Background: an optimization exercise with open tools, aiming at small area and a short achievable clock period. Do not read the settings as production practice.
Function was checked by simulation only, so behaviour that the tests miss may differ from the original.
Power figures rest on the tool's default switching activity, not on a simulated workload.

--- flow/design.v ---
module flopr #(parameter N=64)
				  (input logic clk, reset,
				   input logic [N-1:0] d,
					output logic [N-1:0] q);
	always_ff @(posedge clk, posedge reset)
		if (reset) q <= 'b0;
		else q <= d;
endmodule
module mux2 #(parameter N = 64)
				(input logic [N-1:0] d0, d1,
				input logic s,
				output logic [N-1:0] y);
	assign y = s ? d1 : d0;
endmodule
module adder #(parameter N = 64)
					(input logic [N-1:0] a, b,
					output logic [N-1:0] y);
	assign y = a + b;
endmodule
module sl2 #(parameter N = 64)
				(input logic [N-1:0] a,					
				output logic [N-1:0] y);
	assign y[0] = 1'b0;
	assign y[1] = 1'b0;
	assign y[63:2] = a[61:0];
endmodule
module alu(input logic [63:0] a,b,
           input logic [3:0] ALUControl,
			  output logic [63:0] result,
			  output logic zero);
	always_comb
		casez(ALUControl)
			4'b0000: result = a & b;
			4'b0001: result = a | b;
			4'b0010: result = a + b;
			4'b0110: result = a-b;
			4'b0111: result = b;
			default: result = 64'b1;
		endcase
	always_comb
		casez(result)
			64'b0: zero = 'b1;
			default: zero = 'b0;
		endcase
endmodule
module aludec (input  logic [10:0] funct,  
					input  logic [1:0]  aluop,  
					output logic [3:0] alucontrol);  				
	always_comb
		if (aluop == 2'b00) alucontrol = 4'b0010;			 
		else if (aluop == 2'b01) alucontrol = 4'b0111; 	 
		else if((aluop == 2'b10)  & (funct == 11'b10001011000)) alucontrol = 4'b0010;	 
		else if((aluop == 2'b10)  & (funct == 11'b11001011000)) alucontrol = 4'b0110;	 
		else if((aluop == 2'b10)  & (funct == 11'b10001010000)) alucontrol = 4'b0000;	 
		else if((aluop == 2'b10)  & (funct == 11'b10101010000)) alucontrol = 4'b0001;	 
		else alucontrol = 4'b0000;
endmodule
module maindec(input logic [10:0] Op,
               output logic Reg2Loc, ALUSrc, MemtoReg, RegWrite, MemRead, MemWrite, Branch,
					output logic [1:0] ALUOp);
	always_comb
		casez(Op)
			11'b111_1100_0010: {Reg2Loc, ALUSrc, MemtoReg, RegWrite, MemRead, MemWrite, Branch, ALUOp} = 9'b011110000;
			11'b111_1100_0000: {Reg2Loc, ALUSrc, MemtoReg, RegWrite, MemRead, MemWrite, Branch, ALUOp} = 9'b110001000;
		   11'b101_1010_0???: {Reg2Loc, ALUSrc, MemtoReg, RegWrite, MemRead, MemWrite, Branch, ALUOp} = 9'b100000101;
		   11'b100_0101_1000: {Reg2Loc, ALUSrc, MemtoReg, RegWrite, MemRead, MemWrite, Branch, ALUOp} = 9'b000100010;
		   11'b110_0101_1000: {Reg2Loc, ALUSrc, MemtoReg, RegWrite, MemRead, MemWrite, Branch, ALUOp} = 9'b000100010;
		   11'b100_0101_0000: {Reg2Loc, ALUSrc, MemtoReg, RegWrite, MemRead, MemWrite, Branch, ALUOp} = 9'b000100010;
			11'b101_0101_0000: {Reg2Loc, ALUSrc, MemtoReg, RegWrite, MemRead, MemWrite, Branch, ALUOp} = 9'b000100010;
			default: {Reg2Loc, ALUSrc, MemtoReg, RegWrite, MemRead, MemWrite, Branch, ALUOp} = 9'b0;
		endcase
endmodule
module controller(input logic [10:0] instr,
						output logic [3:0] AluControl,						
						output logic reg2loc, regWrite, AluSrc, Branch,
											memtoReg, memRead, memWrite);
	logic [1:0] AluOp_s;
	maindec 	decPpal 	(.Op(instr), 
							.Reg2Loc(reg2loc), 
							.ALUSrc(AluSrc), 
							.MemtoReg(memtoReg), 
							.RegWrite(regWrite), 
							.MemRead(memRead), 
							.MemWrite(memWrite), 
							.Branch(Branch), 
							.ALUOp(AluOp_s));	
	aludec 	decAlu 	(.funct(instr), 
							.aluop(AluOp_s), 
							.alucontrol(AluControl));
endmodule
module signext(input logic [31:0] a,
               output logic [63:0] y);
	always_comb
		casez(a[31:21])
			11'b111_1100_0010: y = {{55{a[20]}}, a[20:12]};
			11'b111_1100_0000: y = {{55{a[20]}}, a[20:12]};
			11'b101_1010_0???: y = {{45{a[23]}}, a[23:5]};
			default: y = 64'b0;
		endcase
endmodule
module regfile(input logic clk, reset, we3,
               input logic [4:0] ra1, ra2, wa3,
					input logic [63:0] wd3,
					output logic [63:0] rd1, rd2);
	logic [31:0][63:0] regs;
	assign regs[31] = 64'd0;
	genvar g;
	generate
		for (g = 0; g < 31; g = g + 1) begin : r
			always_ff @(posedge clk, posedge reset)
				if (reset) regs[g] <= 64'(g);
				else if ((we3) & (wa3 == 5'(g))) regs[g] <= wd3;
		end
	endgenerate
	always_comb
		begin
			if ((we3) & (wa3 != 5'b11111) & (wa3 == ra1)) rd1 = wd3;
			else rd1 = regs[ra1];
			if ((we3) & (wa3 != 5'b11111) & (wa3 == ra2)) rd2 = wd3;
			else rd2 = regs[ra2];
		end
endmodule
module fetch(input logic PCSrc_F, clk, reset,
             input logic [63:0] PCBranch_F,
				 output logic [63:0] imem_addr_F);
	logic [63:0] adder_result, mux_result;
	mux2 #(64) mux(adder_result, PCBranch_F, PCSrc_F, mux_result);
	flopr #(64) PC(clk, reset, mux_result, imem_addr_F);
	adder #(64) add(imem_addr_F, 64'd4, adder_result);
endmodule
module decode #(parameter N = 64)
					(input logic regWrite_D, reg2loc_D, clk, reset,
					input logic [N-1:0] writeData3_D,
					input logic [31:0] instr_D,
					output logic [N-1:0] signImm_D, readData1_D, readData2_D, 
					input logic [4:0] wa3_D);  
	logic [4:0] ra2;			
	mux2 	#(5) 	ra2mux	(.d0(instr_D[20:16]), .d1(instr_D[4:0]), .s(reg2loc_D), .y(ra2));
	regfile 		registers(.clk(clk), .reset(reset), .we3(regWrite_D), .ra1(instr_D[9:5]), .ra2(ra2), .wa3(wa3_D), 
								 .wd3(writeData3_D), .rd1(readData1_D), .rd2(readData2_D));
	signext 		ext		(.a(instr_D), .y(signImm_D));	
endmodule
module execute #(parameter N = 64)
					(input logic AluSrc,
                input logic [3:0] AluControl,
					 input logic [N-1:0] PC_E,signImm_E, readData1_E, readData2_E,
					 output logic zero_E,
					 output logic [N-1:0] PCBranch_E, aluResult_E, writeData_E);
	logic [N-1:0] shift_result, mux_result;
	sl2 shift(signImm_E, shift_result);
	mux2 mux(readData2_E, signImm_E, AluSrc, mux_result);
	adder add(PC_E, shift_result, PCBranch_E);
	alu ALU(readData1_E, mux_result, AluControl, aluResult_E, zero_E);
	assign writeData_E = readData2_E;
endmodule
module memory 	(input logic Branch_M, zero_M,					
					output logic PCSrc_M);
	assign PCSrc_M = Branch_M & zero_M;
endmodule
module writeback #(parameter N = 64)
					(input logic [N-1:0] aluResult_W, DM_readData_W,
					input logic memtoReg,
					output logic [N-1:0] writeData3_W);					
	mux2 #(64) MtoRmux (.d0(aluResult_W), .d1(DM_readData_W), .s(memtoReg), .y(writeData3_W));
endmodule
module datapath #(parameter N = 64)
					(input logic reset, clk,
					input logic reg2loc,									
					input logic AluSrc,
					input logic [3:0] AluControl,
					input logic	Branch,
					input logic memRead,
					input logic memWrite,
					input logic regWrite,	
					input logic memtoReg,									
					input logic [31:0] IM_readData,
					input logic [N-1:0] DM_readData,
					output logic [N-1:0] IM_addr, DM_addr, DM_writeData,
					output logic DM_writeEnable, DM_readEnable );					
	logic PCSrc;
	logic [N-1:0] PCBranch_E, aluResult_E, writeData_E, writeData3; 
	logic [N-1:0] signImm_D, readData1_D, readData2_D;
	logic zero_E;
	logic [95:0] qIF_ID;
	logic [270:0] qID_EX;
	logic [202:0] qEX_MEM;
	logic [134:0] qMEM_WB;
	fetch					FETCH 	(.PCSrc_F(PCSrc),
										.clk(clk),
										.reset(reset),
										.PCBranch_F(qEX_MEM[197:134]),
										.imem_addr_F(IM_addr));								
	flopr 	#(96)		IF_ID 	(.clk(clk),
										.reset(reset), 
										.d({IM_addr, IM_readData}),
										.q(qIF_ID));
	decode 	#(64) 	DECODE 	(.regWrite_D(qMEM_WB[134]),
										.reg2loc_D(reg2loc), 
										.clk(clk),
										.reset(reset),
										.writeData3_D(writeData3),
										.instr_D(qIF_ID[31:0]), 
										.signImm_D(signImm_D), 
										.readData1_D(readData1_D),
										.readData2_D(readData2_D),
										.wa3_D(qMEM_WB[4:0]));				
	flopr 	#(271)	ID_EX 	(.clk(clk),
										.reset(reset), 
										.d({AluSrc, AluControl, Branch, memRead, memWrite, regWrite, memtoReg,	
											qIF_ID[95:32], signImm_D, readData1_D, readData2_D, qIF_ID[4:0]}),
										.q(qID_EX));	
	execute 	#(64) 	EXECUTE 	(.AluSrc(qID_EX[270]),
										.AluControl(qID_EX[269:266]),
										.PC_E(qID_EX[260:197]), 
										.signImm_E(qID_EX[196:133]), 
										.readData1_E(qID_EX[132:69]), 
										.readData2_E(qID_EX[68:5]), 
										.PCBranch_E(PCBranch_E), 
										.aluResult_E(aluResult_E), 
										.writeData_E(writeData_E), 
										.zero_E(zero_E));											
	flopr 	#(203)	EX_MEM 	(.clk(clk),
										.reset(reset), 
										.d({qID_EX[265:261], PCBranch_E, zero_E, aluResult_E, writeData_E, qID_EX[4:0]}),
										.q(qEX_MEM));	
	memory				MEMORY	(.Branch_M(qEX_MEM[202]), 
										.zero_M(qEX_MEM[133]), 
										.PCSrc_M(PCSrc));
	assign DM_writeData = qEX_MEM[68:5];
	assign DM_addr = qEX_MEM[132:69];
	assign DM_writeEnable = qEX_MEM[200];
	assign DM_readEnable = qEX_MEM[201];
	flopr 	#(135)	MEM_WB 	(.clk(clk),
										.reset(reset), 
										.d({qEX_MEM[199:198], qEX_MEM[132:69],	DM_readData, qEX_MEM[4:0]}),
										.q(qMEM_WB));
	writeback #(64) 	WRITEBACK (.aluResult_W(qMEM_WB[132:69]), 
										.DM_readData_W(qMEM_WB[68:5]), 
										.memtoReg(qMEM_WB[133]), 
										.writeData3_W(writeData3));		
endmodule
module arm_core #(parameter N = 64)
							(input logic CLOCK_50, reset,
							output logic [N-1:0] IM_addr,
							input logic [31:0] IM_readData,
							output logic [N-1:0] DM_writeData, DM_addr,
							output logic DM_writeEnable, DM_readEnable,
							input logic [N-1:0] DM_readData);
	logic [3:0] AluControl;
	logic reg2loc, regWrite, AluSrc, Branch, memtoReg, memRead, memWrite;
	logic [10:0] instr;
	controller 		c 			(.instr(instr),
									.AluControl(AluControl),
									.reg2loc(reg2loc),
									.regWrite(regWrite),
									.AluSrc(AluSrc),
									.Branch(Branch),
									.memtoReg(memtoReg),
									.memRead(memRead),
									.memWrite(memWrite));
	datapath #(64) dp 		(.reset(reset),
									.clk(CLOCK_50),
									.reg2loc(reg2loc),
									.AluSrc(AluSrc),
									.AluControl(AluControl),
									.Branch(Branch),
									.memRead(memRead),
									.memWrite(memWrite),
									.regWrite(regWrite),
									.memtoReg(memtoReg),
									.IM_readData(IM_readData),
									.DM_readData(DM_readData),
									.IM_addr(IM_addr),
									.DM_addr(DM_addr),
									.DM_writeData(DM_writeData),
									.DM_writeEnable(DM_writeEnable),
									.DM_readEnable(DM_readEnable));
	flopr #(11)		IF_ID_TOP(.clk(CLOCK_50),
									.reset(reset),
									.d(IM_readData[31:21]),
									.q(instr));
endmodule
--- flow/run.sh ---
#!/bin/bash
# synth_recipe.tcl (not shown) runs the flow's synth.tcl, then flattens the netlist and writes it again
# the make line also repeats each setting of config.mk as NAME=value (left out here)
make -C /OpenROAD-flow-scripts/flow DESIGN_CONFIG=/design/flow/config.mk WORK_HOME=/design/flow/orfs CLKGATE_MAP_FILE= SYNTH_SCRIPT=/design/flow/synth_recipe.tcl finish
--- flow/config.mk ---
export PLATFORM = sky130hd
export DESIGN_NAME = arm_core
export DESIGN_NICKNAME = arm_core
export VERILOG_FILES = /design/flow/design.v
export SDC_FILE = /design/flow/constraint.sdc
export NUM_CORES = 4
export LEC_CHECK = 0
export CAP_MARGIN = 20
export CORE_MARGIN = 2
export CORE_UTILIZATION = 40
export SLEW_MARGIN = 20
--- flow/constraint.sdc ---
create_clock -name core_clock -period 10.0 [get_ports {CLOCK_50}]
set_input_delay 2.0000 -clock core_clock [delete_from_list [all_inputs] [get_ports {CLOCK_50}]]
set_output_delay 2.0000 -clock core_clock [all_outputs]
set_load 0.01 [all_outputs]
==> summary.txt <==
## cells in the final DEF, fill, tap and decap left out, types with 71 or more instances in the layout
| cell | n |
|---|---|
| nand2_1 | 3211 |
| a211oi_1 | 79 |
| a311oi_1 | 387 |
| ha_1 | 128 |
| a31oi_1 | 80 |
| a21o_1 | 83 |
| nor2b_1 | 87 |
| nand3_1 | 445 |
| a21oi_1 | 1397 |
| buf_4 | 251 |
| mux2i_1 | 75 |
| o211ai_1 | 84 |
| xor2_1 | 90 |
| and3_1 | 284 |
| dfstp_2 | 75 |
| o21ai_0 | 1417 |
| clkbuf_8 | 71 |
| clkdlybuf4s50_1 | 291 |
| dfrtp_1 | 2621 |
| xnor2_1 | 151 |
| clkbuf_16 | 311 |
| mux4_2 | 576 |
| nor2_1 | 1193 |
## flip-flops by register name, indices dropped and copies added (netlist names)
| signal | cells |
|---|---|
| IF_ID_TOP.q | 10 |
| dp.MEM_WB.q | 135 |
| dp.DECODE.registers.regs | 1984 |
| dp.ID_EX.q | 224 |
| dp.IF_ID.q | 86 |
| dp.FETCH.PC.q | 64 |
| dp.EX_MEM.q | 202 |
## metal layers
layer / routed length (um) / vias to the layer above / global-route usage [%]
met1: 213000 / 56500 / 40.2
met2: 226000 / 5658 / 43.9
li1: - / 50400 / -
met4: 24100 / 34 / 12.4
met5: 209 / - / 0
met3: 50300 / 1158 / 5.89
## worst max-delay path: cells and delay by family (launching register included)
family	cells	cell delay (ns)
compound gates	7	1.94
xor+xnor	1	0.17
fa+ha+maj	1	0.33
buf+inv	2	0.66
flops	1	0.70
mux	1	0.46
simple gates	12	3.54
## Yosys cell counts, types with 84 or more instances
cell type  count
mux4_2       576
buf_1        140
xor2_1        90
buf_4        128
nand2_1     3223
nor2_1      1204
o21ai_0     1419
nand3_1      445
and3_1       285
o211ai_1      84
a21oi_1     1397
a311oi_1     387
ha_1         128
dfrtp_1     2630
clkbuf_1    1158
xnor2_1      151
mux2i_1      144
nor2b_1       91
## area by class of cell
cell class | instances | area [um2] | share of cell area [%]
diodes | 17 | 42.5 | 0.0275
clock buffers | 432 | 8950 | 5.79
flip-flops and latches | 2705 | 67800 | 43.9
multi-input cells | 10500 | 64900 | 42.0
well taps | 4557 | 5700 | 3.69
repair buffers | 594 | 5840 | 3.78
clock inverters | 82 | 971 | 0.628
inverters | 73 | 278 | 0.180
## kinds of logic after synthesis
logic type	after synthesis	synth area share, %
xor+xnor	241	1.53
buf+inv	1582	4.72
fa+ha+maj	186	1.59
flops	2705	49.0
simple gates	5475	16.4
mux	737	10.6
compound gates	3837	16.2
## through the flow
stage / power, mW / hold WS, ns / instance area (um2) / util, % / setup slack, ns
finish: 25.3 / 0.338 / 155000 / 45.0 / 2.11
global route: 26.0 / 0.347 / 154000 / 45.0 / 1.81
CTS: 25.4 / 0.341 / 154000 / 44.9 / 2.23
detailed placement: 14.0 / 0.335 / 144000 / 42.0 / 2.25
global placement: 14.0 / 0.333 / 144000 / 42.0 / 2.16
floorplan: 13.0 / 0.331 / 138000 / - / -29.56
## power breakdown
group	total (mW)	switching, mW	internal, mW
Combinational	2.41	1.72	0.694
Sequential	11.5	0.320	11.1
Clock	11.4	4.71	6.67
Total	25.3	6.75	18.5
## final timing paths
kind                                 start           endpoint  slack [ns]  cells after the start
max in group asynchronous            reset  dp.FETCH.PC.q[26]        6.18                      4
min in group asynchronous            reset     dp.ID_EX.q[61]        1.61                      2
max                        dp.ID_EX.q[270]   dp.EX_MEM.q[133]        2.11                     24
min                         dp.IF_ID.q[45]    dp.ID_EX.q[210]        0.34                      0
max reg2reg                dp.ID_EX.q[270]   dp.EX_MEM.q[133]        2.11                     24
min reg2reg                 dp.IF_ID.q[45]    dp.ID_EX.q[210]        0.34                      0
==> impl_metrics.toml <==
[floorplanning]
dieWidth_um = 592
core.rowCount = 215
die_y_um = 592
die-area_um2 = 351000
initial_utilization_pct = 40.3
core-area_um2 = 344000
ioPinCount = 292

[finish]
area_growth_pct = 11.7
nets = 14400
final_layout_size_suffix_gt1_share_pct = 11.1
stdcell_count = 18900
fill_cells = 32600

[synthesis]
yosysTopAreaCellShare_pct = 47.6
yosysWarningCount = 11
netlist_area_um2 = 138000
synth_nets = 15000
synth_area_leaders = "dfrtp_1 48%, mux4_2 9.4%, nand2_1 8.7%, o21ai_0 5.1%, a21oi_1 5.1%"
ys_dominant_reg_cell = "dfrtp_1"
ys_types = 98
syn_area_per_cell_um2 = 9.37
async_flop_share_pct = 100
syn_inst = 14800
synth_top_cell_by_area = "dfrtp_1"
yosysSeqAreaShare_pct = 49.0
synth_edf_count = 0
ys_seq_elements = 2705

[detailed_routing]
detailedRoute.firstPassIterationCount = 6
drc = 0
ant_nets = 0
via_per_inst = 6.01
routed_wl_mm = 514
wire_per_inst_um = 27.1
drtIter0Drc = 13100
num_vias = 114000

[power]
peakVddDrop_uv = 132
power.static_leakage_nw = 64.9
power_density_nw_per_um2 = 163

[sta]
max_freq_ghz = 0.127
worst_pin_slew_ns = 1.23
slew_violations = 0
setup_viol = 0
min_period_over_period_pct = 78.9
hold_violations = 0
clock_skew_ns = 0.0709
period_needed_ns = 7.89
maxSlewHeadroom_pct = 17.0
fin_setup_tns_ns = 0
rsz0062_at_grt = "false"

[cts]
clock_tree.root_cell = "clkbuf_16"
insertion_delay_ns = 0.94
cts.sinks = 2705
cts_tree = "yes"
cts.reportedPaths.clkPinSlew_ns = 0.07
post_cts_resized = 0
cts_buffers = 298
cts_setup_buffers = 0
cts-htree-levels = 5
clk_path_buf_depth = 4
hold_buffers = 0

[placed_design]
dp_cells = 18400
gp_congestion = 0.944
port_buffers = 291
dp_hpwl_mm = 311

[worst_hold_path]
hp-class = "reg2reg"

[worst_setup_path]
critPathMaxStageDelay_ns = 0.70
crit_type = "reg2reg"
cp_slowest_cell = "dfrtp_4"
worst_ep_required_time_ns = 10.86
arrival_ns = 8.75
crit_chain = "buf_4 -> mux2_2 -> nor3_1 -> nand2_1 -> nor2_4 -> o2111ai_1 -> and4bb_2 -> o2111ai_4 -> nand2_1 -> o211ai_1 -> o21ai_0 -> ha_1 -> nand4_1 -> nor4_1 -> inv_1 -> a211oi_1 -> nor3_1 -> o31ai_1 -> xnor2_1 -> o221ai_1 -> nor4_1 -> nand3_1 -> nor4_1 -> and4b_1"
start_kind = "register"
cpMostUsedCell = "nor4_1"
end_kind = "register"
cp_max_fo = 52

[global_route]
antenna_found_initial = 41
grt_pass1_vias = 109000
grt_use_total_pct = 28.9
grt_max_degree = 190
overflow = 0
grt_pass1_wl_mm = 756

[run]
max_cap_viol_count = 0

[outcome]
status = "complete, no violations"

## static timing again, ports no longer ideal
How much do the figures lean on ideal ports? The routed layout below was timed once more, with nothing changed but the port constraints. Step 1 assumes that a clkbuf_16 drives the clock port and a buf_2 every other input. Step 2 times the ports against the registers' clock, not the clock port: input delays grow and output delays shrink by t, the midpoint of the rising clock arrivals with the driver on. a / b / c = ideal / step 1 / step 2; a / b = the first two.
shift t [ns]: 0.995
setup slack, ns: 2.109 / 2.109 / 2.109
worst setup path after step 2: register to register
After both steps this run still meets setup and hold. For this run, drivers alone change the setup slack by 0.000 ns; drivers and shift together by 0.000 ns.
